This is an optimization exercise on Yosys and OpenROAD, whose aim is small area, not a production implementation. Function was checked by simulation only, so behaviour that the tests miss may differ from the original. The clock port is modelled as an ideal driver, which makes a skipped or thinned clock tree look cheaper than it is; a real chip needs a root buffer or a tree. Power is estimated from default activity; no workload was simulated.

==> module uart_fifo_ctrl, before the edit <==
module uart_fifo_ctrl(
	input wire clk,
	input wire rst,
	input wire rx,
	output wire tx
);
	reg [3:0] pos;
	reg [3:0] rd_off;
	wire do_wr, do_rd;
	always @(posedge clk)
		pos <= pos + {3'd0, !do_wr};
	reg [127:0] ring;
	wire [7:0] ring_out = ring[127:120];
	wire wr_now;
	reg [7:0] rx_sh;
	wire [7:0] ring_in = wr_now ? rx_sh : ring_out;
	always @(posedge clk)
		ring <= {ring[119:0], ring_in};
	reg [3:0] rx_ph;
	reg [3:0] rx_cnt;
	wire rx_tick = (rx_cnt == 4'd15);
	wire rx_idle = rx_ph[3] && !rx_ph[2] && (rx_ph[1] ^ rx_ph[0]) && rx_cnt[0];
	wire rx_wr = rx_idle && rx_ph[0];
	always @(posedge clk)
		if (!rx_ph[3] && rx_tick)
			rx_sh <= {rx, rx_sh[7:1]};
	reg [7:0] rx_nxt;
	always @(*) begin
		if (rx_idle)
			rx_nxt = rx ? 8'hA1 : 8'hF8;
		else if (rx_tick && rx_ph == 4'd15 && rx)
			rx_nxt = 8'hA1;
		else if (rx_tick && rx_ph == 4'd8 && !rx)
			rx_nxt = 8'hA0;
		else
			rx_nxt = {rx_ph, rx_cnt} + 8'd1;
	end
	always @(posedge clk or posedge rst)
		if (rst)
			{rx_ph, rx_cnt[0]} <= 5'b10101;
		else
			{rx_ph, rx_cnt[0]} <= {rx_nxt[7:4], rx_nxt[0]};
	always @(posedge clk)
		rx_cnt[3:1] <= rx_nxt[3:1];
	reg last_wr;	 
	reg empty;
	wire [3:0] tx_ph_w;
	wire full = (rd_off == 4'd0 && last_wr) || (tx_ph_w == 4'd6 && rd_off == 4'd1);
	reg pend;	 
	assign do_wr = rx_wr && !full;
	wire ptr_eq = (rd_off == 4'd0);
	wire cnt0 = ptr_eq && !last_wr;
	assign wr_now = pend && (pos == 4'd15);
	wire off_up = do_rd && !do_wr;
	wire off_dn = do_wr && !do_rd;
	always @(posedge clk or posedge rst) begin
		if (rst) begin
			rd_off <= 4'd0;
			last_wr <= 1'b0;
			empty <= 1'b1;
			pend <= 1'b0;
		end else begin
			rd_off <= rd_off + {{3{off_dn}}, off_dn | off_up};
			if (do_wr != do_rd)
				last_wr <= do_wr;
			empty <= cnt0;
			if (do_wr)
				pend <= 1'b1;
			else if (wr_now)
				pend <= 1'b0;
		end
	end
	reg [3:0] tx_ph;
	reg [3:0] tx_cnt;
	reg [7:0] tx_buf;
	assign tx_ph_w = tx_ph;
	wire tx_idle = (tx_ph == 4'd1) && tx_cnt[0];
	assign do_rd = tx_idle && !empty;
	wire tx_free = (tx_ph[3:1] == 3'd0);
	wire tx_pre = (tx_ph[3:1] == 3'd3);
	wire [7:0] tx_nxt = tx_idle ? (do_rd ? 8'h6F : 8'h11) : {tx_ph, tx_cnt} + 8'd1;
	always @(posedge clk or posedge rst)
		if (rst)
			{tx_ph, tx_cnt[0]} <= 5'b00011;
		else
			{tx_ph, tx_cnt[0]} <= {tx_nxt[7:4], tx_nxt[0]};
	always @(posedge clk)
		tx_cnt[3:1] <= tx_nxt[3:1];
	always @(posedge clk)
		if ((tx_free && pos == rd_off) || (tx_pre && wr_now && cnt0))
			tx_buf <= ring_in;
	assign tx = (tx_ph == 4'd7) ? 1'b0 : (tx_ph[3] ? tx_buf[tx_ph[2:0]] : 1'b1);
endmodule
Settings: LEC_CHECK=0, CAP_MARGIN=20, CORE_MARGIN=2, CORE_UTILIZATION=70, SLEW_MARGIN=20; clock period 10.0 ns.
standard.sh (not shown) runs the stock make flow with config.mk's settings and CLKGATE_MAP_FILE= SYNTH_SCRIPT=/design/flow/synth_recipe.tcl, a recipe that flattens the netlist after the stock synthesis.
==> flow/flow/run.sh <==
#!/bin/bash
# Standard layout (standard.sh) with these changes:
#  - synthesis uses an area-oriented abc script (flow/synth.tcl,
#    flow/abc_area.script) in place of ORFS's abc_speed.script;
#  - after floorplanning, combinational cells are set to their smallest
#    drive strength (downsize.tcl); placement's repair sizes up where needed;
#  - ports are buffered with buf_1 cells;
#  - the clock tree is built by manual_cts.tcl: one root buffer driving 16
#    leaf buffers, each at the centre of an equal-sized group of flip-flops.
# Each tool's output is in the ORFS logs under orfs/logs; make's own output
# is in standard_flow.log.
set -euo pipefail
W=$PWD
F=$W/flow
rm -rf "$W/area_scripts"
cp -r "$FLOW_HOME/scripts" "$W/area_scripts"
cp "$F/abc_area.script" "$W/area_scripts/abc_speed.script"
export AREA_SCRIPTS_DIR=$W/area_scripts
export POST_FLOORPLAN_TCL=$F/downsize.tcl
export PRE_CTS_TCL=$F/manual_cts.tcl
export BUFFER_PORTS_ARGS="-buffer_cell sky130_fd_sc_hd__buf_1"
export MCTS_N=16 MCTS_ROOTS=1 MCTS_CELL=sky130_fd_sc_hd__clkbuf_4 MCTS_ROOT=sky130_fd_sc_hd__clkbuf_8
bash standard.sh SYNTH_SCRIPT="$F/synth.tcl" finish > standard_flow.log 2>&1
Other scripts of this flow, unchanged in this note and not shown: flow/flow/abc_area.script, flow/flow/downsize.tcl, flow/flow/manual_cts.tcl, flow/flow/synth.tcl
Edit:
--- a/flow/design.v
+++ b/flow/design.v
@@ -20,6 +20,6 @@
 	reg [3:0] rx_cnt;
 	wire rx_tick = (rx_cnt == 4'd15);
-	wire rx_idle = rx_ph[3] && !rx_ph[2] && (rx_ph[1] ^ rx_ph[0]) && rx_cnt[0];
-	wire rx_wr = rx_idle && rx_ph[0];
+	wire rx_idle = rx_ph[3] && !rx_ph[1] && rx_ph[0] && rx_cnt[0];
+	wire rx_wr = rx_idle && !rx_cnt[1];
 	always @(posedge clk)
 		if (!rx_ph[3] && rx_tick)
@@ -28,9 +28,9 @@
 	always @(*) begin
 		if (rx_idle)
-			rx_nxt = rx ? 8'hA1 : 8'hF8;
+			rx_nxt = rx ? 8'h93 : 8'hF8;
 		else if (rx_tick && rx_ph == 4'd15 && rx)
-			rx_nxt = 8'hA1;
+			rx_nxt = 8'h93;
 		else if (rx_tick && rx_ph == 4'd8 && !rx)
-			rx_nxt = 8'hA0;
+			rx_nxt = 8'h92;
 		else
 			rx_nxt = {rx_ph, rx_cnt} + 8'd1;
@@ -38,9 +38,9 @@
 	always @(posedge clk or posedge rst)
 		if (rst)
-			{rx_ph, rx_cnt[0]} <= 5'b10101;
+			{rx_ph, rx_cnt[1:0]} <= 6'b100111;
 		else
-			{rx_ph, rx_cnt[0]} <= {rx_nxt[7:4], rx_nxt[0]};
+			{rx_ph, rx_cnt[1:0]} <= {rx_nxt[7:4], rx_nxt[1:0]};
 	always @(posedge clk)
-		rx_cnt[3:1] <= rx_nxt[3:1];
+		rx_cnt[3:2] <= rx_nxt[3:2];
 	reg last_wr;	 
 	reg empty;
What happened:
- The new run produced a clean layout
- final area stays flat
- maximum frequency shrinks by a few percent
- sequential share of layout area rises by 0.28 points
- via count came out higher by a few percent
- wire length drops slightly
- worst setup slack degrades by 0.11 ns
- power came out higher by a few percent
- sequential power stays flat
- die area hardly moves
- hold slack loses 0.0044 ns
- utilization fell by 0.14 points
No run of this note takes its clock network from TritonCTS; it comes from the design's own scripts or RTL.

port drivers added, routing unchanged:
The results above use ideal ports. As a check the final layouts listed here were re-extracted and re-timed, cells and wires unchanged.
Step 1 sets driving cells, clkbuf_16 on the clock port and buf_2 on the other inputs (assumed; they add their load-dependent delay and slew).
Step 2, shift: input delay + t, output delay - t, t = (earliest + latest rising clock arrival at the registers) / 2. This alone moves slack from input paths to output paths.
Slacks: no drivers / after step 1 / after step 2; pairs: no drivers / after step 1.
run | t, ns | slack for setup (ns) | hold slack, ns | latest minus earliest clock arrival (ns) | pins driven straight from the clock port
the first run | 0.424 | 6.067 / 6.038 / 6.462 | 0.329 / 0.329 / 0.329 | 0.019 / 0.020 | 1
the second run | 0.436 | 5.961 / 5.931 / 6.367 | 0.324 / 0.324 / 0.324 | 0.020 / 0.020 | 1
After both steps setup and hold are still met in every run listed.
